This is an optimization exercise on Yosys and OpenROAD, whose aim is small area, a short achievable clock period and few clock cycles, not a production implementation.
Function was checked by simulation only, so behaviour that the tests miss may differ from the original.
Power figures rest on the tool's default switching activity, not on a simulated workload.

===== flow/design.v =====
`timescale 1ns/10ps
module ELA(clk, rst, ready, in_data, data_rd, req, wen, addr, data_wr, done);
	input				clk;
	input				rst;
	input				ready;
	input		[7:0]	in_data;
	input		[7:0]	data_rd;
	output reg			req;
	output reg			wen;
	output reg	[12:0]	addr;
	output reg	[7:0]	data_wr;
	output reg			done;
localparam IDLE = 3'd0, LOAD = 3'd1, OUT_PINK = 3'd2, OUT_BLUE = 3'd3, FINISH = 3'd4;
reg [2:0] state, next_state;
reg [5:0] count_row;
reg [6:0] count_column;
reg [7:0] U [0:127];	 
reg [7:0] L [0:127];	 
reg [7:0] D1, D2, D3;
integer i;
wire last_col = (count_column == 7'd127);
wire shift_in = (state == LOAD) || (state == OUT_PINK && !last_col);
wire rotate   = (state == OUT_BLUE);
function [7:0] avg;
	input [7:0] a, b;
	reg [8:0] s;
	begin
		s = {1'b0, a} + {1'b0, b};
		avg = s[8:1];
	end
endfunction
function [7:0] absd;
	input [7:0] a, b;
	begin
		absd = (a >= b) ? a - b : b - a;
	end
endfunction
always @(*) begin
	next_state = state;
	case(state)
		IDLE:     if(ready) next_state = LOAD;
		LOAD:     next_state = OUT_PINK;
		OUT_PINK: if(last_col) next_state = (count_row < 6'd2) ? LOAD : OUT_BLUE;
		OUT_BLUE: if(last_col) next_state = (count_row == 6'd32) ? FINISH : LOAD;
		default:  next_state = state;
	endcase
end
always @(posedge clk or posedge rst) begin
	if(rst) begin
		state <= IDLE;
		count_row <= 6'd0;
		count_column <= 7'd0;
	end
	else begin
		state <= next_state;
		if(state == LOAD)
			count_row <= count_row + 6'd1;
		if(state == OUT_PINK || state == OUT_BLUE)
			count_column <= count_column + 7'd1;
		else
			count_column <= 7'd0;
	end
end
always @(posedge clk) begin
	if(shift_in || rotate) begin
		for(i = 0; i < 127; i = i + 1) begin
			U[i] <= U[i + 1];
			L[i] <= L[i + 1];
		end
		U[127] <= rotate ? U[0] : L[0];
		L[127] <= rotate ? L[0] : in_data;
	end
	if(rotate) begin
		D1 <= absd(U[0], L[2]);
		D2 <= absd(U[1], L[1]);
		D3 <= absd(U[2], L[0]);
	end
end
reg [7:0] x, y, a, b, m, blue;
always @(*) begin
	x = U[0];
	y = L[0];
	if((D2 <= D1) && (D2 <= D3)) begin
		a = U[0]; b = L[0];
	end
	else if((D1 <= D2) && (D1 <= D3)) begin
		a = U[127]; b = L[1];
	end
	else begin
		a = U[1]; b = L[127];
	end
	if(count_column == 7'd0 || last_col) begin
		a = U[0]; b = L[0];
	end
	m = avg(a, b);
	if(((x >= m) && (x < y)) || ((x < m) && (x >= y)))
		blue = x;
	else if(((y >= m) && (y < x)) || ((y < m) && (y >= x)))
		blue = y;
	else
		blue = m;
end
always @(*) begin
	req = (state == LOAD);
	wen = (state == OUT_PINK) || (state == OUT_BLUE);
	done = (state == FINISH);
	addr = 13'd0;
	data_wr = 8'd0;
	if(state == OUT_PINK) begin
		addr = {count_row[4:0] - 5'd1, 1'b0, count_column};
		data_wr = L[127];
	end
	else if(state == OUT_BLUE) begin
		addr = {count_row[4:0] - 5'd2, 1'b1, count_column};
		data_wr = blue;
	end
end
endmodule

===== flow/run.sh =====
#!/bin/bash
# synth_recipe.tcl (not shown) runs the flow's synth.tcl, then flattens the netlist and writes it again
# the make line also repeats each setting of config.mk as NAME=value (left out here)
make -C /OpenROAD-flow-scripts/flow DESIGN_CONFIG=/design/flow/config.mk WORK_HOME=/design/flow/orfs CLKGATE_MAP_FILE= SYNTH_SCRIPT=/design/flow/synth_recipe.tcl finish

===== flow/config.mk =====
export PLATFORM = sky130hd
export DESIGN_NAME = ELA
export DESIGN_NICKNAME = ELA
export VERILOG_FILES = /design/flow/design.v
export SDC_FILE = /design/flow/constraint.sdc
export NUM_CORES = 4
export LEC_CHECK = 0
export CAP_MARGIN = 20
export CORE_MARGIN = 2
export CORE_UTILIZATION = 40
export SLEW_MARGIN = 20

===== flow/constraint.sdc =====
create_clock -name core_clock -period 8.5 [get_ports {clk}]
set_input_delay 1.7000 -clock core_clock [delete_from_list [all_inputs] [get_ports {clk}]]
set_output_delay 1.7000 -clock core_clock [all_outputs]
set_load 0.01 [all_outputs]

==> impl_metrics.csv, run 1 <==
group,metric,value,unit
floorplanning,dieArea,172000,sq um
synthesis,synthArstFlopShare,0.766,%
synthesis,synth_nets,2899,
sta,hold_violations,0,
grt,grt_overflow,0,
cts,clock-sinks,2088,
pwr,power_frac_clock,41.2,%
cts,cts_tree,"done",
worst_setup_path,startpoint_type,"flip-flop",
route,wire_per_inst,16.3,um
worst_setup_path,timing.rr.end,"D3[7]",
floorplanning,io_pins,43,
floorplanning,core.rowCount,150,
worst_setup_path,reg2reg_slack,4.27,ns
worst_setup_path,critPathCaptureType,"output port",
hold_path,hold_class,"flip-flop to flip-flop",
status,outcome,"complete, no violations",
sta,tightestPinTransition,1.10,ns
route,drc,0,
route,first_pass_iters,5,
pwr,cellPowerDensity,250,nW/um^2
synthesis,syn_area,67400,sq um
route,dr_total_vias,24600,
grt,grt_usage,10.1,%
route,final_antenna_net_count,0,
sta,worst_hold_slack,0.407,ns
pwr,p_comb_share,0.1,%
pwr,power,0.0193,W
synthesis,ys_warn_count,3,
grt,grt_pass1_vias,23800,
finish,num-fill-cells,13600,
worst_setup_path,critPathArrivalTime,6.49,ns
cts,clk_pin_slew,0.06,ns
sta,fin_tns_setup,0,ns
floorplanning,die_w,415,um
grt,grt_pass1_wl,136,mm
cts,htree_levels,4,
worst_setup_path,cp_slowest_stage_delay,0.45,ns
hold_path,hp-start,"L[7][4]",
synthesis,synth-seq-cells,2088,
worst_setup_path,worstPathRequired,6.80,ns
place,dpl.hpwl,45.9,mm
cts,cts_root_buf,"clkbuf_16",
synthesis,synth_area_leaders,"edfxtp_1, ha_1, dfrtp_1, inv_1, a21oi_1",
sta,setup-violations-final,0,
grt,grt_max_degree,223,
worst_setup_path,critPathMostFrequentCell,"a21oi_1",
sta,maxSlewHeadroom,26.7,%
synthesis,synth_top_area_share,92.3,%
job,cap_violations,0,
synthesis,synthTopCellsByCount,"edfxtp_1, ha_1, inv_1",
synthesis,synthDistinctLibCells,67,
worst_setup_path,worst-setup-path-type,"flip-flop to output port",
route,vias_per_cell,4.56,
cts,clk_latency,0.79,ns
place,numPortBuffers,34,
pwr,power_switching,0.00352,W
synthesis,ys.flop_type,"edfxtp_1",
sta,min_period_over_period,96.4,%
worst_setup_path,r2r_cells,14,
pwr,internal_power,0.0158,W
pwr,seq_power_share,58.6,%
pwr,vdd_drop_max,0.157,mV
finish,area_growth,14.1,%
synthesis,netlist_instances,2771,
pwr,p_leak,30.5,nW
sta,finalCriticalPeriod,8.19,ns
place,routabilityCongestion,0.818,
sta,maxSlewViolCount,0,
cts,clk_path_buf_depth,3,
synthesis,avgSynthCellArea,24.3,sq um
worst_setup_path,timing.rr.start,"U[2][1]",
floorplanning,die-height,415,um
route,routed_wl,87.5,mm
hold_path,min_path_cells,0,
synthesis,synth_top_area_cell,"edfxtp_1",
finish,nets,3156,
route,drtIter0Drc,2308,
sta,skew,0.0214,ns
sta,fmax,122,MHz
hold_path,holdPathEnd,"L[6][4]",
synthesis,synth_most_common_cell,"edfxtp_1",
synthesis,synth_edf_count,2072,
grt,antenna_found_initial,4,
floorplanning,start_util,40.3,%
worst_setup_path,critical-path-slowest-cell,"edfxtp_1",
cts,cts_buffers,185,
finish,drive_above_1_share,11.3,%
floorplanning,fp.coreArea,167000,sq um
pwr,switching_share,18.2,%
synthesis,yosysSeqAreaShare,92.9,%
worst_setup_path,cp_max_fo,17,
==> cell families (layout without fill, tap and decap cells) <==
family	Yosys count	count (layout)	synth area share, %
XOR/XNOR	33	33	0.429
multiplexers	37	37	0.566
other	0	2	0
adder cells (fa/ha/maj)	109	109	2.10
AND/OR/NAND/NOR	201	201	1.46
flip-flops	2088	2088	92.9
AO/OA/AOI/OAI	200	200	2.01
buffers and inverters	103	506	0.573
==> layout make-up <==
| cell class | instances | area [sq um] | area share (%) |
|---|---|---|---|
| timing repair buffer | 86 | 888 | 1.15 |
| multi-input combinational | 580 | 4610 | 6.00 |
| antenna | 2 | 5.00 | 0.00650 |
| inverter | 87 | 327 | 0.424 |
| sequential | 2088 | 62600 | 81.4 |
| tap | 2204 | 2760 | 3.58 |
| clock inverter | 104 | 855 | 1.11 |
| clock buffer | 229 | 4900 | 6.37 |
==> power groups by stage <==
stage / clock [W] / sequential, W / combinational, W
global placement: 0 / 0.0115 / 0.0000245
finish: 0.00795 / 0.0113 / 0.0000239
floorplan: 0 / 0.0115 / 0.00000547
detailed placement: 0 / 0.0115 / 0.0000245
CTS: 0.00821 / 0.0113 / 0.0000251
global route: 0.00862 / 0.0113 / 0.0000256
==> layer usage <==
layer,part of all wire (%),global-route usage (%)
met3,4.0,2.49
met4,2.8,4.16
met5,0,0
met1,53,16.2
met2,40,12.9
==> critical path: cells and delay by family (launching register included) <==
kind | cells | cell delay [ns]
XOR/XNOR | 1 | 0.23
AND/OR/NAND/NOR | 4 | 0.69
adder cells (fa/ha/maj) | 3 | 0.96
multiplexers | 1 | 0.36
buffers and inverters | 5 | 0.70
flip-flops | 1 | 0.45
AO/OA/AOI/OAI | 14 | 2.29
==> layout by cell type, fill, tap and decap left out, drive strengths merged, types with 26 or more instances in the layout <==
cell,n
buf,56
clkinv,79
inv,93
nand2,54
edfxtp,2072
clkdlybuf4s50,26
o21ai,39
nor2,58
ha,102
a21oi,65
clkbuf,231
mux2i,28
==> sequential cells by signal (all words and copies together) (netlist names) <==
signal,count
U,1024
count_row,6
L,1024
state,3
D2,8
D3,8
count_column,7
D1,8
==> worst max-delay path by stage <==
stage / startpoint / endpoint / slack [ns] / depth (start not counted)
5_1_grt: D1[1] / data_wr[1] / -0.0002 / 29
2_1_floorplan: count_column[2] / L[0][0] / -25.92 / 4
3_3_place_gp: D1[1] / data_wr[1] / 0.24 / 27
4_1_cts: D1[1] / data_wr[0] / 0.0003 / 27
3_5_place_dp: D1[1] / data_wr[1] / 0.22 / 27
6_report: D1[1] / data_wr[1] / 0.31 / 28
==> through the flow <==
step	area, sq um	utilization [%]	instances	worst slack (ns)
floorplan	67400	-	2771	-25.92
global placement	70900	42.4	5031	0.245
detailed placement	70900	42.4	5031	0.217
CTS	76800	45.9	5368	0.000305
global route	77000	46.0	5379	-0.000239
finish	77000	46.0	5380	0.309
==> what timing repair did <==
action | CTS | global route
buffers inserted | 4 | 9
pin swaps | 6 | 17
gates resized for setup | 28 | 25
endpoints found under the setup margin | 8 | 8
hold buffers | 0 | 0
Testbench counts, summed over its fixed seeds: cycles 129,568.
==> run 2: changes to the inputs <==
==> flow/design.v (replaced) <==
`timescale 1ns/10ps
module ELA(clk, rst, ready, in_data, data_rd, req, wen, addr, data_wr, done);
	input				clk;
	input				rst;
	input				ready;
	input		[7:0]	in_data;
	input		[7:0]	data_rd;
	output reg			req;
	output reg			wen;
	output reg	[12:0]	addr;
	output reg	[7:0]	data_wr;
	output reg			done;
localparam IDLE = 2'd0, STR = 2'd1, ODD = 2'd2, FIN = 2'd3;
reg [1:0] mode;
reg [7:0] k;		 
reg [1:0] p;		 
reg [4:0] cur;		 
reg       rdL;		 
reg [1:0] mode_n;
reg [7:0] k_n;
reg [1:0] p_n;
reg [4:0] cur_n;
always @(*) begin
	mode_n = mode;
	k_n = k;
	p_n = p;
	cur_n = cur;
	case(mode)
		IDLE: if(ready) begin
			mode_n = STR;
			k_n = 8'd0;
		end
		STR: begin
			k_n = k + 8'd1;
			if(k[6:0] == 7'd127) begin
				k_n = 8'd0;
				p_n = 2'd0;
				if(cur == 5'd0)
					cur_n = 5'd1;
				else
					mode_n = ODD;
			end
		end
		ODD: begin
			if(p == 2'd0)
				p_n = 2'd1;
			else if(p == 2'd1 && k[7:1] != 7'd0)
				p_n = 2'd2;
			else begin
				p_n = 2'd0;
				k_n = k + 8'd1;
				if(k == 8'd129) begin
					k_n = 8'd0;
					if(cur == 5'd31)
						mode_n = FIN;
					else begin
						mode_n = STR;
						cur_n = cur + 5'd1;
					end
				end
			end
		end
		default: ;
	endcase
end
always @(posedge clk or posedge rst) begin
	if(rst) begin
		mode <= IDLE;
		k <= 8'd0;
		p <= 2'd0;
		cur <= 5'd0;
		req <= 1'b0;
		wen <= 1'b0;
		done <= 1'b0;
		rdL <= 1'b0;
	end
	else begin
		mode <= mode_n;
		k <= k_n;
		p <= p_n;
		cur <= cur_n;
		req <= (mode_n == STR) && (k_n == 8'd0);
		wen <= (mode == STR) || (mode == ODD && p == 2'd2);
		done <= (mode == FIN);
		rdL <= (mode == ODD) && (p == 2'd1) && (k <= 8'd128);
	end
end
wire [4:0] prev = cur - 5'd1;
wire [6:0] wcol = k[6:0] - 7'd2;
always @(posedge clk) begin
	if(mode == STR)
		addr <= {cur, 1'b0, k[6:0]};
	else if(p == 2'd0)
		addr <= {prev, 1'b0, k[6:0]};
	else if(p == 2'd1)
		addr <= {cur, 1'b0, k[6:0]};
	else
		addr <= {prev, 1'b1, wcol};
end
function [7:0] avg;
	input [7:0] a, b;
	reg [8:0] s;
	begin
		s = {1'b0, a} + {1'b0, b};
		avg = s[8:1];
	end
endfunction
function [7:0] absd;
	input [7:0] a, b;
	begin
		absd = (a >= b) ? a - b : b - a;
	end
endfunction
reg [7:0] T;				 
reg [7:0] U0, U1, U2;		 
reg [7:0] L0, L1, L2;		 
reg [7:0] D1, D2, D3;
reg       xlty;
reg [7:0] m;
always @(posedge clk) begin
	T <= data_rd;
	if(rdL) begin
		U0 <= U1; U1 <= U2; U2 <= T;
		L0 <= L1; L1 <= L2; L2 <= data_rd;
	end
	D1 <= absd(U0, L2);
	D2 <= absd(U1, L1);
	D3 <= absd(U2, L0);
	xlty <= (U1 < L1);
end
wire edge_col = (k == 8'd2) || (k == 8'd129);
always @(posedge clk) begin
	if(edge_col || ((D2 <= D1) && (D2 <= D3)))
		m <= avg(U1, L1);
	else if(D1 <= D3)
		m <= avg(U0, L2);
	else
		m <= avg(U2, L0);
end
wire [7:0] x = U1, y = L1;
wire xgem = (x >= m);
wire ygem = (y >= m);
wire xeqy = (D2 == 8'd0);
wire yltx = !xlty && !xeqy;
reg [7:0] blue;
always @(*) begin
	if(xgem == xlty)
		blue = x;
	else if(ygem == yltx)
		blue = y;
	else
		blue = m;
end
always @(posedge clk) begin
	if(mode == STR)
		data_wr <= in_data;
	else
		data_wr <= blue;
end
endmodule
==> impl_metrics.csv, run 2 <==
group,metric,value,unit
status,outcome,"complete, no violations",
synthesis,netlist_instances,831,
floorplanning,io_pins,43,
synthesis,synth_edf_count,48,
sta,skew,0.00823,ns
cts,htree_levels,4,
sta,fin_tns_setup,0,ns
synthesis,syn_area,8370,sq um
finish,nets,1016,
synthesis,synthDistinctLibCells,69,
route,dr_total_vias,5814,
pwr,cellPowerDensity,184,nW/um^2
cts,clock-sinks,131,
grt,gr-usage-met2,28.8,%
cts,cts_buffers,17,
grt,grt_use_met1,22.4,%
synthesis,synth_nets,978,
synthesis,synth_top_area_cell,"ha_1",
finish,largest_reg_flops,13,
job,cap_violations,0,
hold_path,holdPathEnd,"U2[4]",
finish,final_cell_mix,"ha_1, inv_1, dfxtp_1",
worst_setup_path,critical-path-slowest-cell,"clkdlybuf4s50_1",
sta,tightestPinTransition,1.02,ns
finish,area_growth,14.6,%
grt,grt_use_met3,3.28,%
worst_setup_path,cp_slowest_stage_delay,0.48,ns
worst_setup_path,critPathArrivalTime,3.53,ns
synthesis,synthArstFlopShare,16.0,%
grt,grt_overflow,0,
floorplanning,core.rowCount,52,
worst_setup_path,crit_chain,"clkdlybuf4s50_1 -> nor3_1 -> or3_4 -> a22o_1 -> or3b_1 -> nor3_2 -> and4b_1",
synthesis,yosysSeqAreaShare,38.3,%
finish,layout_commonest_cell,"ha_1",
cts,cts_root_buf,"clkbuf_16",
synthesis,synth-seq-cells,131,
route,drc,0,
worst_setup_path,startpoint_type,"input pin",
synthesis,synth_area_leaders,"ha_1, edfxtp_1, dfxtp_1, dfrtp_1, mux2i_1",
finish,num-fill-cells,1919,
worst_setup_path,timing.rr.start,"U2[0]",
worst_setup_path,critPathCaptureType,"flip-flop",
cts,clk_pin_slew,0.06,ns
pwr,vdd_drop_max,0.177,mV
sta,min_period_over_period,37.4,%
route,wire_per_inst,15.8,um
grt,grt_pass1_wl,29.7,mm
finish,n_antenna_cell,0,
worst_setup_path,timing.rr.end,"D3[6]",
synthesis,ys.flop_type,"dfxtp_1",
route,drtIter0Drc,309,
synthesis,synth_top_area_share,17.8,%
route,final_antenna_net_count,0,
finish,top_register,"addr",
route,routed_wl,18.2,mm
finish,multi_input_area,4670,sq um
synthesis,avgSynthCellArea,10.1,sq um
sta,finalCriticalPeriod,3.18,ns
sta,fmax,315,MHz
sta,maxSlewViolCount,0,
grt,grt_pass1_vias,5764,
cts,cts_setup_buffers,0,
cts,clk_path_buf_depth,2,
finish,fin_util,47.1,%
cts,cts_tree,"done",
hold_path,hp-start,"T[4]",
worst_setup_path,cp_num_buf_inv,1,
finish,stdcell_area,9600,sq um
finish,drive_above_1_share,6.46,%
cts,postCtsHoldBufs,0,
sta,setup-violations-final,0,
grt,grt_usage,17.2,%
worst_setup_path,reg2reg_slack,5.33,ns
floorplanning,fp.coreArea,20400,sq um
sta,rsz0062_at_grt,"no",
cts,cts_resized,0,
floorplanning,start_util,41.1,%
place,numPortBuffers,42,
grt,antenna_found_initial,0,
floorplanning,dieArea,22100,sq um
sta,maxSlewHeadroom,31.6,%
pwr,p_leak,4.31,nW
synthesis,ys_warn_count,1,
worst_setup_path,worstPathRequired,8.86,ns
worst_setup_path,r2r_cells,11,
grt,grt_max_degree,49,
worst_setup_path,worst-setup-path-type,"input pin to flip-flop",
place,dpl.hpwl,14.3,mm
finish,register_area,3210,sq um
floorplanning,die-height,149,um
place,routabilityCongestion,0.869,
place,post_dp_cell_area,9020,sq um
hold_path,hold_class,"flip-flop to flip-flop",
worst_setup_path,crit_family,"simple AND/OR/NAND/NOR gates",
route,vias_per_cell,5.05,
synthesis,synth_most_common_cell,"ha_1",
route,first_pass_iters,4,
grt,grt-busiest-layer,"met2",
synthesis,synthTopCellsByCount,"ha_1, inv_1, dfxtp_1",
cts,clk_latency,0.42,ns
hold_path,min_path_cells,0,
worst_setup_path,cp_max_fo,4,
sta,hold_violations,0,
floorplanning,die_w,149,um
==> run 2: cell count changes after synthesis, moves of 14 or more <==
| cell | change |
|---|---|
| ha_1 | +17 |
| edfxtp_1 | -2024 |
| dfxtp_1 | +62 |
| mux2i_1 | +16 |
| inv_1 | +14 |
| a21oi_1 | -20 |
| o211ai_1 | +15 |
| xnor2_1 | +16 |
| nor2_1 | -18 |
==> run 2: how the worst max path moves through the flow <==
stage          startpoint  endpoint  slack, ns  cells past startpoint
5_1_grt             U2[0]     D3[6]       5.12                     11
4_1_cts             ready       req       5.34                      7
2_1_floorplan       ready       req       5.48                      6
3_5_place_dp        ready       req       4.89                      7
6_report            ready       req       5.32                      7
3_3_place_gp        ready       req       4.92                      7
==> run 2: logic make-up (layout without fill, tap and decap cells) <==
| logic type | Yosys count | in the layout | synth area share (%) |
|---|---|---|---|
| AND/OR/NAND/NOR | 180 | 180 | 11.2 |
| AO/OA/AOI/OAI | 175 | 175 | 14.3 |
| flip-flops | 131 | 131 | 38.3 |
| adder cells (fa/ha/maj) | 128 | 128 | 19.9 |
| buffers and inverters | 126 | 177 | 5.95 |
| multiplexers | 48 | 48 | 5.80 |
| XOR/XNOR | 43 | 43 | 4.50 |
==> run 2: area by class of cell <==
| type | count | area share (%) |
|---|---|---|
| tap | 270 | 3.52 |
| clock buffer | 20 | 4.55 |
| multi-input combinational | 574 | 48.7 |
| clock inverter | 12 | 1.15 |
| inverter | 100 | 3.91 |
| sequential | 131 | 33.4 |
| timing repair buffer | 45 | 4.75 |
==> run 2: power by group <==
group	switching (W)	total [W]	internal, W
clock	0.000283	0.000686	0.000403
sequential	0.0000678	0.000780	0.000712
combinational	0.000146	0.000303	0.000157
total	0.000497	0.00177	0.00127
==> run 2: routing by layer <==
metal  vias to the layer above  share of wire, %
met3                        20               2.7
met1                      2729                47
li1                       2991                 -
met2                        74                48
met5                         -                 0
met4                         0               1.8
==> run 2: per-stage QoR <==
stage	total power [W]	worst slack [ns]	hold slack (ns)	std cells
after global placement	0.00110	4.92	0.389	1119
after detailed placement	0.00109	4.89	0.389	1119
final	0.00177	5.32	0.403	1152
after global routing	0.00185	5.12	0.406	1152
after CTS	0.00178	5.34	0.403	1151
after floorplan	0.000967	5.48	0.386	831
Testbench counts of run 2, summed over its fixed seeds: cycles 258,032.
==> run 3: changes to the inputs <==
==> flow/design.v (replaced) <==
`timescale 1ns/10ps
module ELA(clk, rst, ready, in_data, data_rd, req, wen, addr, data_wr, done);
	input				clk;
	input				rst;
	input				ready;
	input		[7:0]	in_data;
	input		[7:0]	data_rd;
	output reg			req;
	output reg			wen;
	output reg	[12:0]	addr;
	output reg	[7:0]	data_wr;
	output reg			done;
localparam IDLE = 2'd0, STR = 2'd1, ODD = 2'd2, FIN = 2'd3;
localparam [11:0] LAST_GROUP = 12'd3970;	 
reg [1:0]  mode;
reg [11:0] n;		 
reg [1:0]  s;		 
wire str_row_end = (n[6:0] == 7'd127);
wire odd_end     = (n == LAST_GROUP) && (s == 2'd1);
always @(posedge clk or posedge rst) begin
	if(rst) begin
		mode <= IDLE;
		n <= 12'd0;
		s <= 2'd0;
		req <= 1'b0;
		wen <= 1'b0;
		done <= 1'b0;
	end
	else begin
		req <= 1'b0;
		wen <= 1'b0;
		done <= 1'b0;
		case(mode)
			IDLE: if(ready) begin
				mode <= STR;
				req <= 1'b1;
			end
			STR: begin
				wen <= 1'b1;
				n <= n + 12'd1;
				if(str_row_end && n[11:7] != 5'd31)
					req <= 1'b1;
				if(n == 12'd4095)
					mode <= ODD;
			end
			ODD: begin
				wen <= (s == 2'd1) && (n >= 12'd3);
				if(odd_end)
					mode <= FIN;
				if(s == 2'd2) begin
					s <= 2'd0;
					n <= n + 12'd1;
				end
				else
					s <= s + 2'd1;
			end
			default: done <= 1'b1;
		endcase
	end
end
wire [11:0] w = n - 12'd3;
wire [4:0]  lrow = n[11:7] + 5'd1;
always @(posedge clk) begin
	if(mode == STR || s == 2'd0)
		addr <= {n[11:7], 1'b0, n[6:0]};
	else if(s == 2'd1)
		addr <= {w[11:7], 1'b1, w[6:0]};
	else
		addr <= {lrow, 1'b0, n[6:0]};
end
reg       pu, pw, pl;	 
reg       ed1;		 
always @(posedge clk) begin
	pu <= (mode == ODD) && (s == 2'd0);
	pw <= (mode == ODD) && (s == 2'd1);
	pl <= (mode == ODD) && (s == 2'd2);
	ed1  <= (n[6:0] == 7'd2) || (n[6:0] == 7'd3);
end
function [7:0] avg;
	input [7:0] a, b;
	reg [8:0] t;
	begin
		t = {1'b0, a} + {1'b0, b};
		avg = t[8:1];
	end
endfunction
reg [7:0] T;			 
reg [7:0] A, B, C;		 
reg [7:0] X, Y, Z;		 
always @(posedge clk) begin
	if(pu)
		T <= data_rd;
	if(pl) begin
		A <= T; B <= A; C <= B;
		Y <= data_rd;
	end
	else begin
		A <= B; B <= C; C <= A;
		X <= Y; Y <= Z; Z <= X;
	end
end
wire [8:0] sd = {1'b0, A} - {1'b0, X};
wire [7:0] ad = sd[8] ? (8'd0 - sd[7:0]) : sd[7:0];
reg [7:0] Dp, Mp;		 
reg [7:0] Dmin, M;		 
reg       xlty, xeqy;	 
always @(posedge clk) begin
	Dp <= ad;
	Mp <= avg(A, X);
	xlty <= sd[8];
	xeqy <= (sd == 9'd0);
end
always @(posedge clk) begin
	if(pw || (pl && (Dp <= Dmin))) begin
		Dmin <= Dp;
		M <= Mp;
	end
end
wire vert = ed1 || (Dp <= Dmin);
wire [7:0] x = B, y = X;
wire yltx = !xlty && !xeqy;
reg [7:0] med;
always @(*) begin
	if((x >= M) == xlty)
		med = x;
	else if((y >= M) == yltx)
		med = y;
	else
		med = M;
end
wire [7:0] blue = vert ? Mp : med;
always @(posedge clk) begin
	if(mode == STR)
		data_wr <= in_data;
	else
		data_wr <= blue;
end
endmodule
==> flow/flow/run.sh (new file) <==
#!/bin/bash
# Layout flow: the standard flow (standard synthesis unchanged), with
# small port buffers and a small clock tree. Each step's output goes to a
# log file of its own in this folder; ORFS keeps its own logs under orfs/logs.
set -euo pipefail
bash standard.sh synth > synth.log 2>&1
bash standard.sh \
  BUFFER_PORTS_ARGS="-buffer_cell sky130_fd_sc_hd__buf_2" \
  CTS_ARGS="-sink_clustering_enable -repair_clock_nets -buf_list sky130_fd_sc_hd__clkbuf_8 -dont_use_dummy_load" \
  finish > layout.log 2>&1
==> flow/standard.sh (new file) <==
#!/bin/bash
# synth_recipe.tcl (not shown) runs the flow's synth.tcl, then flattens the netlist and writes it again
# the make line also repeats each setting of config.mk as NAME=value (left out here)
make -C /OpenROAD-flow-scripts/flow DESIGN_CONFIG=/design/flow/config.mk WORK_HOME=/design/flow/orfs CLKGATE_MAP_FILE= SYNTH_SCRIPT=/design/flow/synth_recipe.tcl "${@:-finish}"
removed: flow/run.sh
==> impl_metrics.csv, run 3 <==
group,metric,value,unit
floorplanning,core.rowCount,45,
worst_setup_path,cp_max_fo,8,
route,drtIter0Drc,180,
finish,top_register,"addr",
place,routabilityCongestion,0.839,
route,drc,0,
pwr,power_frac_clock,13.3,%
worst_setup_path,critical-path-slowest-cell,"xor2_2",
worst_setup_path,critPathCaptureType,"flip-flop",
grt,grt_max_degree,38,
floorplanning,io_pins,43,
cts,cts_root_buf,"clkbuf_8",
finish,area_growth,9.94,%
sta,skew,0.0296,ns
synthesis,yosysSeqAreaShare,52.0,%
finish,drive_above_1_share,19.9,%
finish,layout_commonest_cell,"dfxtp_1",
synthesis,synthDistinctLibCells,59,
synthesis,ys_warn_count,1,
synthesis,avgSynthCellArea,11.4,sq um
worst_setup_path,worstPathRequired,8.83,ns
floorplanning,die-height,128,um
cts,clk_latency,0.44,ns
worst_setup_path,crit_chain,"inv_1 -> ha_1 -> nand2b_1 -> a2111oi_0 -> o31ai_2 -> xor2_2 -> mux2i_1 -> a221oi_1",
route,vias_per_cell,5.16,
grt,grt_overflow,0,
worst_setup_path,critPathArrivalTime,3.08,ns
sta,rsz0062_at_grt,"no",
synthesis,synthArstFlopShare,14.2,%
synthesis,synth-seq-cells,134,
floorplanning,start_util,40.5,%
pwr,internal_power,0.00173,W
worst_setup_path,startpoint_type,"flip-flop",
synthesis,synth_most_common_cell,"dfxtp_1",
hold_path,min_path_cells,0,
cts,postCtsHoldBufs,0,
finish,largest_reg_flops,13,
route,routed_wl,12.2,mm
cts,clk_path_buf_depth,2,
synthesis,netlist_instances,536,
worst_setup_path,reg2reg_slack,5.75,ns
cts,htree_levels,4,
route,first_pass_iters,4,
place,numPortBuffers,42,
cts,cts_buffers,17,
worst_setup_path,worst-setup-path-type,"flip-flop to flip-flop",
synthesis,synth_top_area_cell,"dfxtp_1",
pwr,vdd_drop_max,0.129,mV
pwr,power,0.00283,W
hold_path,hp-start,"Y[1]",
worst_setup_path,cp_slowest_stage_delay,0.55,ns
place,place_ws,5.83,ns
finish,num-fill-cells,1434,
floorplanning,die_w,128,um
finish,nets,653,
sta,setup-violations-final,0,
synthesis,synth_edf_count,40,
pwr,switching_share,38.9,%
synthesis,synth_top_area_share,24.5,%
finish,n_antenna_cell,0,
pwr,seq_power_share,40.6,%
route,final_antenna_net_count,0,
grt,grt_usage,15.9,%
sta,finalCriticalPeriod,2.75,ns
synthesis,synth_nets,608,
worst_setup_path,timing.rr.start,"X[0]",
sta,fmax,363,MHz
cts,cts_resized,0,
pwr,p_comb_share,46.1,%
grt,antenna_found_initial,0,
synthesis,synth_area_leaders,"dfxtp_1, edfxtp_1, ha_1, dfrtp_1, mux2_2",
cts,cts_tree,"done",
job,cap_violations,0,
floorplanning,fp.coreArea,15100,sq um
grt,grt_pass1_vias,4064,
finish,register_area,3180,sq um
sta,setup_slack,5.75,ns
pwr,power_switching,0.00110,W
sta,maxSlewViolCount,0,
sta,min_period_over_period,32.4,%
pwr,p_leak,2.99,nW
sta,maxSlewHeadroom,47.3,%
floorplanning,dieArea,16300,sq um
status,outcome,"complete, no violations",
synthesis,synthTopCellsByCount,"dfxtp_1, inv_1, ha_1",
sta,tightestPinTransition,0.791,ns
worst_setup_path,r2r_cells,8,
worst_setup_path,timing.rr.end,"data_wr[7]",
route,wire_per_inst,15.8,um
grt,grt_pass1_wl,20.1,mm
synthesis,syn_area,6120,sq um
cts,clk_pin_slew,0.07,ns
route,dr_total_vias,3959,
place,dpl.hpwl,8.93,mm
pwr,cellPowerDensity,422,nW/um^2
hold_path,holdPathEnd,"X[1]",
hold_path,hold_class,"flip-flop to flip-flop",
finish,largestRegisters,"addr (13), n (12)",
finish,final_cell_mix,"dfxtp_1, inv_1, ha_1",
synthesis,ys.flop_type,"dfxtp_1",
sta,hold_violations,0,
finish,multi_input_area,2660,sq um
sta,fin_tns_setup,0,ns
cts,clock-sinks,134,
cts,cts_setup_buffers,0,
run 3: worst max path at each step:
stage          startpoint          to  slack (ns)
6_report             X[0]  data_wr[7]        5.75
2_1_floorplan       ready     mode[1]        6.10
5_1_grt              X[0]  data_wr[7]        5.61
3_3_place_gp         X[0]  data_wr[5]        5.94
3_5_place_dp         X[0]  data_wr[6]        5.83
4_1_cts              X[0]  data_wr[6]        5.80
run 3: per-stage QoR:
stage / instances / area, sq um / hold slack [ns] / utilization (%)
floorplan: 536 / 6120 / 0.386 / -
global placement: 750 / 6490 / 0.386 / 43.0
detailed placement: 750 / 6490 / 0.390 / 43.0
CTS: 767 / 6720 / 0.394 / 44.5
global route: 767 / 6730 / 0.413 / 44.6
finish: 767 / 6730 / 0.400 / 44.6
run 3: cells by family (layout without fill, tap and decap cells):
logic type / after synthesis / count (layout) / share of synthesized area, %
compound gates: 92 / 92 / 10.3
xor+xnor: 38 / 38 / 5.56
buf+inv: 70 / 113 / 4.62
simple gates: 109 / 109 / 9.20
flops: 134 / 134 / 52.0
fa+ha+maj: 53 / 53 / 11.1
mux: 40 / 40 / 7.24
run 3: cell type report:
| cell class | instances | share of cell area [%] |
|---|---|---|
| tap | 188 | 3.50 |
| sequential | 134 | 47.3 |
| timing repair buffer | 43 | 3.24 |
| inverter | 53 | 2.96 |
| clock buffer | 17 | 3.48 |
| multi-input combinational | 332 | 39.6 |
run 3: per-layer routing:
layer | routed length (um) | GRT usage (%) | up-vias | share of wire (%)
met5 | 0 | 0 | - | 0
met4 | 178 | 5.24 | 0 | 1.5
met3 | 517 | 5.68 | 18 | 4.3
met2 | 5960 | 26.1 | 82 | 49
met1 | 5500 | 19.7 | 1916 | 45
li1 | - | - | 1943 | -
run 3: worst max-delay path: cells and delay by family, from the launching register on:
kind | cells | cell delay (ns)
AO/OA/AOI/OAI | 3 | 0.99
XOR/XNOR | 1 | 0.55
adder cells (fa/ha/maj) | 1 | 0.22
buffers and inverters | 1 | 0.09
flip-flops | 1 | 0.47
multiplexers | 1 | 0.18
AND/OR/NAND/NOR | 1 | 0.14
run 3: power groups by stage:
| stage | Combinational, W | Clock [W] | Sequential, W |
|---|---|---|---|
| 2_1_floorplan | 0.00102 | 0 | 0.00111 |
| 3_5_place_dp | 0.00130 | 0 | 0.00117 |
| 6_report | 0.00131 | 0.000377 | 0.00115 |
| 5_1_grt | 0.00147 | 0.000413 | 0.00119 |
| 3_3_place_gp | 0.00127 | 0 | 0.00116 |
| 4_1_cts | 0.00131 | 0.000389 | 0.00116 |
Testbench counts of run 3, summed over its fixed seeds: cycles 256,176.
==> run 4: changes to the inputs <==
==> flow/flow/run.sh (replaced) <==
#!/bin/bash
# Layout flow: the standard flow (standard synthesis unchanged), with
# small port buffers, a small clock tree and timing repair aimed below the
# clock period. Each step's output goes to a log file of its own in this
# folder; ORFS keeps its own logs under orfs/logs.
set -euo pipefail
bash standard.sh synth > synth.log 2>&1
bash standard.sh \
  BUFFER_PORTS_ARGS="-buffer_cell sky130_fd_sc_hd__buf_2" \
  CTS_ARGS="-sink_clustering_enable -repair_clock_nets -buf_list sky130_fd_sc_hd__clkbuf_8 -dont_use_dummy_load" \
  SETUP_SLACK_MARGIN=6.1 \
  finish > layout.log 2>&1
==> impl_metrics.csv, run 4 <==
group,metric,value,unit
grt,grt_pass1_wl,19.9,mm
worst_setup_path,cp_slowest_stage_delay,0.37,ns
place,routabilityCongestion,0.817,
synthesis,synth_nets,608,
grt,grt_usage,15.9,%
pwr,power,0.00302,W
finish,layout_commonest_cell,"dfxtp_1",
pwr,p_leak,3.06,nW
synthesis,syn_area,6120,sq um
finish,nets,664,
synthesis,synth-seq-cells,134,
sta,maxSlewHeadroom,47.9,%
place,place_ws,5.84,ns
grt,grt_overflow,0,
sta,setup_slack,5.84,ns
sta,fmax,376,MHz
hold_path,min_path_cells,0,
route,dr_total_vias,4035,
grt,antenna_found_initial,0,
cts,cts_buffers,17,
synthesis,synthDistinctLibCells,59,
synthesis,synthTopCellsByCount,"dfxtp_1, inv_1, ha_1",
synthesis,synth_top_area_share,24.5,%
cts,clock-sinks,134,
sta,fin_tns_setup,0,ns
worst_setup_path,crit_cells,1,
sta,rsz0062_at_grt,"yes",
worst_setup_path,r2r_cells,8,
route,drc,0,
worst_setup_path,worst-setup-path-type,"flip-flop to output port",
route,drtIter0Drc,207,
hold_path,hold_class,"flip-flop to flip-flop",
worst_setup_path,critPathCaptureType,"output port",
cts,clk_pin_slew,0.08,ns
worst_setup_path,cp_num_buf_inv,1,
synthesis,synthArstFlopShare,14.2,%
floorplanning,fp.coreArea,15100,sq um
pwr,power_switching,0.00117,W
synthesis,synth_area_leaders,"dfxtp_1, edfxtp_1, ha_1, dfrtp_1, mux2_2",
status,outcome,"complete, no violations",
worst_setup_path,critical-path-slowest-cell,"dfrtp_1",
sta,finalCriticalPeriod,2.66,ns
synthesis,synth_top_area_cell,"dfxtp_1",
synthesis,netlist_instances,536,
floorplanning,die-height,128,um
worst_setup_path,crit_chain,"buf_2",
finish,stdcell_area,6980,sq um
sta,min_period_over_period,31.3,%
sta,hold_violations,0,
sta,setup-violations-final,0,
finish,drive_above_1_share,25.8,%
pwr,p_comb_share,49.3,%
sta,skew,0.0334,ns
route,routed_wl,12.5,mm
job,cap_violations,0,
finish,final_cell_mix,"dfxtp_1, inv_1, ha_1",
pwr,cellPowerDensity,432,nW/um^2
place,dpl.hpwl,9.01,mm
route,final_antenna_net_count,0,
worst_setup_path,cp_max_fo,1,
floorplanning,dieArea,16300,sq um
cts,cts_root_buf,"clkbuf_8",
worst_setup_path,worstPathRequired,6.80,ns
pwr,vdd_drop_max,0.151,mV
synthesis,ys_warn_count,1,
cts,clk_latency,0.45,ns
cts,cts_tree,"done",
finish,n_antenna_cell,0,
floorplanning,io_pins,43,
synthesis,avgSynthCellArea,11.4,sq um
sta,maxSlewViolCount,0,
pwr,switching_share,38.8,%
finish,top_register,"addr",
floorplanning,die_w,128,um
route,first_pass_iters,6,
worst_setup_path,startpoint_type,"flip-flop",
place,numPortBuffers,42,
grt,grt_pass1_vias,4099,
cts,clk_path_buf_depth,2,
synthesis,yosysSeqAreaShare,52.0,%
floorplanning,core.rowCount,45,
worst_setup_path,critPathArrivalTime,0.96,ns
floorplanning,start_util,40.5,%
pwr,internal_power,0.00185,W
route,vias_per_cell,5.19,
pwr,seq_power_share,38.1,%
synthesis,synth_most_common_cell,"dfxtp_1",
route,wire_per_inst,16.1,um
place,post_dp_cell_area,6490,sq um
worst_setup_path,crit_family,"flip-flops",
finish,area_growth,14.2,%
finish,largestRegisters,"addr (13), n (12)",
synthesis,synth_edf_count,40,
sta,tightestPinTransition,0.781,ns
cts,htree_levels,4,
grt,grt_max_degree,37,
finish,largest_reg_flops,13,
pwr,power_frac_clock,12.6,%
synthesis,ys.flop_type,"dfxtp_1",
[run 4: cell counts after synthesis]
No cell type changed its count.
[run 4: power by group through the flow]
stage	Clock [W]	Sequential, W	Combinational, W
4_1_cts	0.000394	0.00116	0.00139
3_5_place_dp	0	0.00117	0.00131
3_3_place_gp	0	0.00116	0.00127
6_report	0.000380	0.00115	0.00149
5_1_grt	0.000420	0.00118	0.00165
2_1_floorplan	0	0.00111	0.00102
[run 4: what timing repair did]
| item | 4_1_cts | 5_1_grt |
|---|---|---|
| hold buffers | 0 | 0 |
| resized for setup | 17 | 26 |
| pin swaps | 0 | 9 |
| setup endpoints to repair | 42 | 42 |
| setup buffers | 5 | 5 |
| cloned | 0 | 0 |
[run 4: worst reg2reg max path, cell delays in order, from the launching register on]
cell      delay [ns]
edfxtp_1        0.51
inv_1           0.10
ha_2            0.32
or2_2           0.32
o211a_1         0.15
o31a_1          0.26
a31o_2          0.26
a21oi_1         0.20
xnor2_1         0.15
[run 4: path summary, 6_finish.rpt]
path / from / to / slack (ns)
setup reg to reg: X[2] / Dp[6] / 6.14
hold reg to reg: Y[0] / X[0] / 0.40
min in group asynchronous: rst / n[2] / 1.38
max in group asynchronous: rst / n[8] / 6.60
setup / recovery: done / done / 5.84
hold / removal: Y[0] / X[0] / 0.40
[run 4: layout make-up]
| class | count | area [sq um] |
|---|---|---|
| timing repair buffer | 54 | 354 |
| sequential | 134 | 3190 |
| multi-input combinational | 332 | 2770 |
| clock buffer | 17 | 234 |
| fill | 1381 | 8110 |
| inverter | 53 | 199 |
| tap | 188 | 235 |
[run 4: routing by layer]
metal | up-vias | part of all wire (%) | GRT usage (%) | routed length [um]
met5 | - | 0 | 0 | 0
met4 | 0 | 2.5 | 6.92 | 312
met3 | 27 | 4.1 | 4.76 | 515
met2 | 95 | 50 | 26.8 | 6220
met1 | 1945 | 44 | 18.8 | 5450
li1 | 1968 | - | - | -
[run 4: cells by family (layout without fill, tap and decap cells)]
| logic type | Yosys count | count (layout) | synth area share, % |
|---|---|---|---|
| AOI/OAI and AO/OA | 92 | 92 | 10.3 |
| muxes | 40 | 40 | 7.24 |
| xor gates and xnor gates | 38 | 38 | 5.56 |
| buffers and inverters | 70 | 124 | 4.62 |
| adders and majority gates | 53 | 53 | 11.1 |
| and+or+nand+nor | 109 | 109 | 9.20 |
| DFF | 134 | 134 | 52.0 |
[run 4: through the flow]
step	std cells	hold slack, ns	utilization (%)
after floorplan	536	0.386	-
after global placement	750	0.386	43.0
after detailed placement	751	0.389	43.0
after CTS	773	0.403	45.3
after global routing	778	0.413	46.3
final	778	0.403	46.3
==> run 5: changes to the inputs <==
--- a/flow/flow/run.sh
+++ b/flow/flow/run.sh
@@ -8,5 +8,5 @@
 bash standard.sh \
   BUFFER_PORTS_ARGS="-buffer_cell sky130_fd_sc_hd__buf_2" \
-  CTS_ARGS="-sink_clustering_enable -repair_clock_nets -buf_list sky130_fd_sc_hd__clkbuf_8 -dont_use_dummy_load" \
+  CTS_ARGS="-sink_clustering_enable -repair_clock_nets -buf_list sky130_fd_sc_hd__clkbuf_8 -dont_use_dummy_load -sink_clustering_size 40 -sink_clustering_max_diameter 200" \
   SETUP_SLACK_MARGIN=6.1 \
   finish > layout.log 2>&1
==> impl_metrics.csv, run 5 <==
group,metric,value,unit
status,outcome,"complete, no violations",
finish,top_register,"addr",
cts,postCtsHoldBufs,0,
place,dp.cells,751,
pwr,cellPowerDensity,432,nW/um^2
floorplanning,die_w,128,um
cts,clk_path_buf_depth,2,
synthesis,synth-seq-cells,134,
sta,fmax,376,MHz
finish,final_cell_mix,"dfxtp_1, inv_1, ha_1",
finish,finalNonFillerCells,778,
sta,tightestPinTransition,0.781,ns
floorplanning,io_pins,43,
worst_setup_path,cp_num_buf_inv,1,
synthesis,synth_nets,608,
route,first_pass_iters,6,
synthesis,synth_area_leaders,"dfxtp_1, edfxtp_1, ha_1, dfrtp_1, mux2_2",
floorplanning,die-height,128,um
sta,hold_violations,0,
cts,clk_pin_slew,0.08,ns
pwr,vdd_drop_max,0.151,mV
worst_setup_path,startpoint_type,"flip-flop",
floorplanning,core.rowCount,45,
worst_setup_path,critPathCaptureType,"output port",
hold_path,holdPathEnd,"X[0]",
grt,grt_usage,15.9,%
place,numPortBuffers,42,
floorplanning,fp.coreArea,15100,sq um
synthesis,synth_most_common_cell,"dfxtp_1",
cts,clock-sinks,134,
synthesis,synth_edf_count,40,
worst_setup_path,cp_slowest_stage_delay,0.37,ns
worst_setup_path,reg2reg_slack,6.14,ns
finish,largestRegisters,"addr (13), n (12)",
cts,cts_buffers,17,
place,dpl.hpwl,9.01,mm
worst_setup_path,crit_family,"flip-flops",
route,drtIter0Drc,207,
synthesis,synthDistinctLibCells,59,
hold_path,hold_class,"flip-flop to flip-flop",
route,vias_per_cell,5.19,
cts,clk_latency,0.45,ns
synthesis,synth_top_area_share,24.5,%
synthesis,synthArstFlopShare,14.2,%
worst_setup_path,crit_chain,"buf_2",
route,drc,0,
route,dr_total_vias,4035,
synthesis,ys.flop_type,"dfxtp_1",
sta,rsz0062_at_grt,"yes",
synthesis,syn_area,6120,sq um
grt,grt_max_degree,37,
pwr,power_frac_clock,12.6,%
grt,grt_overflow,0,
pwr,p_comb_share,49.3,%
finish,area_growth,14.2,%
floorplanning,dieArea,16300,sq um
pwr,power_switching,0.00117,W
sta,min_period_over_period,31.3,%
pwr,p_leak,3.06,nW
grt,grt_pass1_vias,4099,
grt,antenna_found_initial,0,
finish,nets,664,
route,routed_wl,12.5,mm
finish,largest_reg_flops,13,
worst_setup_path,timing.rr.start,"X[2]",
worst_setup_path,critPathArrivalTime,0.96,ns
worst_setup_path,worstPathRequired,6.80,ns
worst_setup_path,r2r_cells,8,
finish,n_antenna_cell,0,
pwr,internal_power,0.00185,W
pwr,seq_power_share,38.1,%
floorplanning,start_util,40.5,%
cts,htree_levels,4,
finish,num-fill-cells,1381,
route,final_antenna_net_count,0,
route,wire_per_inst,16.1,um
synthesis,synthTopCellsByCount,"dfxtp_1, inv_1, ha_1",
synthesis,netlist_instances,536,
grt,grt_pass1_wl,19.9,mm
synthesis,synth_top_area_cell,"dfxtp_1",
worst_setup_path,cp_max_fo,1,
sta,maxSlewHeadroom,47.9,%
synthesis,avgSynthCellArea,11.4,sq um
worst_setup_path,critical-path-slowest-cell,"dfrtp_1",
sta,setup-violations-final,0,
synthesis,ys_warn_count,1,
finish,layout_commonest_cell,"dfxtp_1",
cts,cts_root_buf,"clkbuf_8",
pwr,switching_share,38.8,%
sta,fin_tns_setup,0,ns
cts,cts_tree,"done",
sta,finalCriticalPeriod,2.66,ns
worst_setup_path,worst-setup-path-type,"flip-flop to output port",
hold_path,hp-start,"Y[0]",
place,routabilityCongestion,0.817,
finish,drive_above_1_share,25.8,%
sta,maxSlewViolCount,0,
job,cap_violations,0,
hold_path,min_path_cells,0,
worst_setup_path,timing.rr.end,"Dp[6]",
sta,skew,0.0334,ns
synthesis,yosysSeqAreaShare,52.0,%
[run 5: area by class of cell]
cell class / count / area [sq um] / area share, %
flip-flops and latches: 134 / 3190 / 45.7
multi-input cells: 332 / 2770 / 39.7
repair buffers: 54 / 354 / 5.07
well taps: 188 / 235 / 3.37
clock buffers: 17 / 234 / 3.35
inverters: 53 / 199 / 2.85
[run 5: metrics by stage]
step / total power (W) / cell area [sq um] / hold WS [ns] / setup WS (ns) / util [%]
floorplan: 0.00213 / 6120 / 0.386 / 6.12 / -
global placement: 0.00243 / 6490 / 0.386 / 5.94 / 43.0
detailed placement: 0.00248 / 6490 / 0.389 / 5.84 / 43.0
CTS: 0.00294 / 6830 / 0.403 / 5.79 / 45.3
global route: 0.00325 / 6980 / 0.413 / 5.78 / 46.3
finish: 0.00302 / 6980 / 0.403 / 5.84 / 46.3
[run 5: power by group through the flow]
| stage | clock [W] | sequential [W] | combinational, W |
|---|---|---|---|
| 2_1_floorplan | 0 | 0.00111 | 0.00102 |
| 3_3_place_gp | 0 | 0.00116 | 0.00127 |
| 3_5_place_dp | 0 | 0.00117 | 0.00131 |
| 4_1_cts | 0.000394 | 0.00116 | 0.00139 |
| 5_1_grt | 0.000420 | 0.00118 | 0.00165 |
| 6_report | 0.000380 | 0.00115 | 0.00149 |
[run 5: what timing repair did]
| item | CTS | global route |
|---|---|---|
| pin swaps | 0 | 9 |
| gates resized for setup | 17 | 26 |
| setup endpoints to repair | 42 | 42 |
| setup buffers | 5 | 5 |
[run 5: how the worst max path moves through the flow]
stage                     startpoint         end  slack, ns  cells after the start
after detailed placement        X[0]  data_wr[0]       5.84                      8
after CTS                       done        done       5.79                      1
final                           done        done       5.84                      1
after global routing            done        done       5.78                      1
after global placement          X[0]  data_wr[5]       5.94                      8
after floorplan                ready     mode[1]       6.12                      4
[run 5: logic make-up after synthesis]
group / Yosys count / synth area share [%]
xor gates and xnor gates: 38 / 5.56
DFF: 134 / 52.0
buffers and inverters: 70 / 4.62
AOI/OAI and AO/OA: 92 / 10.3
adders and majority gates: 53 / 11.1
muxes: 40 / 7.24
and+or+nand+nor: 109 / 9.20
[run 5: metal layers]
metal	vias up	wire length (um)	share of wire (%)	track usage (%)
met2	95	6220	50	26.8
met4	0	312	2.5	6.92
met1	1945	5450	44	18.8
li1	1968	-	-	-
met3	27	515	4.1	4.76
met5	-	0	0	0
==> run 6: changes to the inputs <==
==> flow/run.sh (new file) <==
#!/bin/bash
# synth_recipe.tcl (not shown) runs the flow's synth.tcl, then flattens the netlist and writes it again
# the make line also repeats each setting of config.mk as NAME=value (left out here)
make -C /OpenROAD-flow-scripts/flow DESIGN_CONFIG=/design/flow/config.mk WORK_HOME=/design/flow/orfs CLKGATE_MAP_FILE= SYNTH_SCRIPT=/design/flow/synth_recipe.tcl finish
removed: flow/flow/run.sh
removed: flow/standard.sh
==> impl_metrics.csv, run 6 <==
group,metric,value,unit
sta,setup-violations-final,0,
synthesis,synth_top_family_by_area,"adder cells",
route,first_pass_iters,4,
worst_setup_path,crit_chain,"clkdlybuf4s50_1",
finish,largest_reg_flops,13,
synthesis,synth_most_common_cell,"dfxtp_1",
synthesis,synth_nets,608,
synthesis,synth.mux.area_fraction,7.24,%
floorplanning,start_util,40.5,%
finish,top_register,"addr",
job,cap_violations,0,
sta,maxSlewHeadroom,48.5,%
synthesis,ys.flop_type,"dfxtp_1",
sta,maxSlewViolCount,0,
place,routabilityCongestion,0.827,
floorplanning,fp.coreArea,15100,sq um
cts,clk_pin_slew,0.06,ns
worst_setup_path,critPathCaptureType,"output port",
cts,cts_setup_buffers,0,
worst_setup_path,worstPathRequired,6.80,ns
worst_setup_path,critPathArrivalTime,1.30,ns
cts,cts_buffers,17,
pwr,p_comb_share,42.5,%
grt,grt_usage,16.3,%
grt,grt_max_degree,37,
grt,grt_pass1_vias,4166,
hold_path,min_path_cells,0,
synthesis,synth-seq-cells,134,
finish,final_cell_mix,"dfxtp_1, inv_1, ha_1",
worst_setup_path,worst-setup-path-type,"flip-flop to output port",
cts,postCtsHoldBufs,0,
finish,area_growth,18.7,%
synthesis,synthArstFlopShare,14.2,%
worst_setup_path,timing.rr.start,"X[0]",
finish,n_antenna_cell,0,
cts,clk_latency,0.42,ns
pwr,internal_power,0.00201,W
floorplanning,dieArea,16300,sq um
pwr,vdd_drop_max,0.205,mV
worst_setup_path,r2r_cells,8,
pwr,seq_power_share,36.0,%
synthesis,synth_compound_area_share,10.3,%
place,place_ws,5.54,ns
synthesis,synthTopCellsByCount,"dfxtp_1, inv_1, ha_1",
synthesis,synth_top_area_cell,"dfxtp_1",
cts,cts_tree,"done",
sta,hold_violations,0,
route,final_antenna_net_count,0,
grt,antenna_found_initial,0,
synthesis,yosysSeqAreaShare,52.0,%
route,dr_total_vias,3964,
sta,finalCriticalPeriod,3.00,ns
sta,setup_slack,5.50,ns
worst_setup_path,critical-path-slowest-cell,"clkdlybuf4s50_1",
pwr,switching_share,37.0,%
sta,skew,0.0103,ns
worst_setup_path,reg2reg_slack,5.78,ns
worst_setup_path,cp_max_fo,1,
pwr,power_switching,0.00118,W
floorplanning,core.rowCount,45,
sta,rsz0062_at_grt,"no",
synthesis,synth_top_area_share,24.5,%
cts,clock-sinks,134,
hold_path,hp-start,"Y[0]",
synthesis,netlist_instances,536,
floorplanning,die-height,128,um
synthesis,synthDistinctLibCells,59,
synthesis,yosys.area_share.simple,9.20,%
worst_setup_path,cp_slowest_stage_delay,0.54,ns
sta,fmax,334,MHz
sta,tightestPinTransition,0.773,ns
finish,layout_commonest_cell,"dfxtp_1",
pwr,p_leak,3.10,nW
place,dpl.hpwl,8.86,mm
place,numPortBuffers,42,
grt,grt_pass1_wl,20.6,mm
synthesis,ys_warn_count,1,
route,wire_per_inst,15.6,um
finish,nets,654,
sta,min_period_over_period,35.2,%
pwr,power_frac_clock,21.5,%
sta,fin_tns_setup,0,ns
worst_setup_path,timing.rr.end,"data_wr[7]",
hold_path,hold_class,"flip-flop to flip-flop",
synthesis,syn_area,6120,sq um
hold_path,holdPathEnd,"X[0]",
route,drtIter0Drc,247,
cts,cts_resized,0,
synthesis,synthXorXnorAreaFrac,5.56,%
finish,num-fill-cells,1382,
finish,largestRegisters,"addr (13), n (12)",
finish,drive_above_1_share,14.6,%
route,drc,0,
route,routed_wl,12.2,mm
status,outcome,"complete, no violations",
synthesis,synth_area_leaders,"dfxtp_1, edfxtp_1, ha_1, dfrtp_1, mux2_2",
pwr,cellPowerDensity,440,nW/um^2
synthesis,synth_edf_count,40,
floorplanning,die_w,128,um
grt,grt_overflow,0,
synthesis,avgSynthCellArea,11.4,sq um
worst_setup_path,crit_cells,1,
cts,htree_levels,4,
worst_setup_path,startpoint_type,"flip-flop",
synthesis,synthAdderAreaFrac,11.1,%
floorplanning,io_pins,43,
route,vias_per_cell,5.06,
cts,clk_path_buf_depth,2,
worst_setup_path,crit_family,"buffers and inverters",
worst_setup_path,cp_num_buf_inv,1,
cts,cts_root_buf,"clkbuf_16",
[run 6: power by group through the flow]
| stage | registers [W] | clock network, W | logic [W] |
|---|---|---|---|
| floorplan | 0.00111 | 0 | 0.00102 |
| global placement | 0.00116 | 0 | 0.00133 |
| detailed placement | 0.00117 | 0 | 0.00136 |
| CTS | 0.00116 | 0.000702 | 0.00137 |
| global route | 0.00119 | 0.000729 | 0.00153 |
| finish | 0.00115 | 0.000686 | 0.00136 |
[run 6: worst max-delay path by stage]
stage	start	slack [ns]	end
after floorplan	ready	6.10	mode[1]
final	data_wr[3]	5.50	data_wr[3]
after detailed placement	ready	5.54	mode[1]
after CTS	data_wr[2]	5.48	data_wr[2]
after global routing	req	5.45	req
after global placement	ready	5.55	mode[1]
[run 6: cell type report]
class | instances | area, sq um | area share [%]
inverters | 53 | 199 | 2.74
multi-input cells | 332 | 2660 | 36.6
clock buffers | 17 | 425 | 5.86
clock inverters | 15 | 129 | 1.78
well taps | 188 | 235 | 3.24
repair buffers | 44 | 435 | 6.00
flip-flops and latches | 134 | 3180 | 43.8
[run 6: logic make-up after synthesis]
group	after synthesis
AOI/OAI and AO/OA	92
xor gates and xnor gates	38
adders and majority gates	53
buffers and inverters	70
DFF	134
muxes	40
and+or+nand+nor	109
[run 6: routing by layer]
metal | vias up | wire [um] | track usage, %
li1 | 1965 | - | -
met1 | 1910 | 5580 | 19.9
met2 | 73 | 5940 | 26.9
met3 | 16 | 474 | 4.97
met4 | 0 | 231 | 6.53
met5 | - | 0 | 0
[run 6: metrics by stage]
stage,std cells,utilization (%),total power [W],cell area (sq um),hold slack (ns)
2_1_floorplan,536,-,0.00212,6120,0.386
3_3_place_gp,751,44.4,0.00249,6700,0.386
6_report,783,48.1,0.00319,7260,0.398
4_1_cts,783,48.1,0.00323,7260,0.399
5_1_grt,783,48.1,0.00345,7260,0.402
3_5_place_dp,751,44.4,0.00252,6700,0.391

==> what the ideal ports hide <==
In the flow no input, the clock included, has a driving cell. The finished layouts below were timed again as built, in two steps.
Step 1: set_driving_cell puts a clkbuf_16 on clk and a buf_2 on each other input, an assumption about the parent block.
Step 2 also shifts input and output timing later by t, the mid clock arrival at the registers, as if the neighbouring blocks saw the same clock.
Slacks: ideal / step 1 / step 2; pairs: ideal / step 1.
| run | t, ns | slack for setup (ns) | worst data-port slew with drivers (ns) | pins driven straight from the clock port |
|---|---|---|---|---|
| run 1 | 0.857 | 0.309 / 0.225 / 1.081 | 0.04 | 1 |
| run 2 | 0.460 | 5.325 / 5.326 / 4.883 | 0.03 | 1 |
| run 3 | 0.460 | 5.747 / 5.747 / 5.747 | 0.04 | 1 |
| run 4 | 0.469 | 5.841 / 5.805 / 5.965 | 0.04 | 1 |
| run 5 | 0.469 | 5.841 / 5.805 / 5.965 | 0.04 | 1 |
| run 6 | 0.457 | 5.504 / 5.463 / 5.524 | 0.05 | 1 |
After both steps setup and hold are still met in every run listed. For run 2, which loses most, drivers alone change the setup slack by +0.001 ns; drivers and shift together by -0.442 ns.
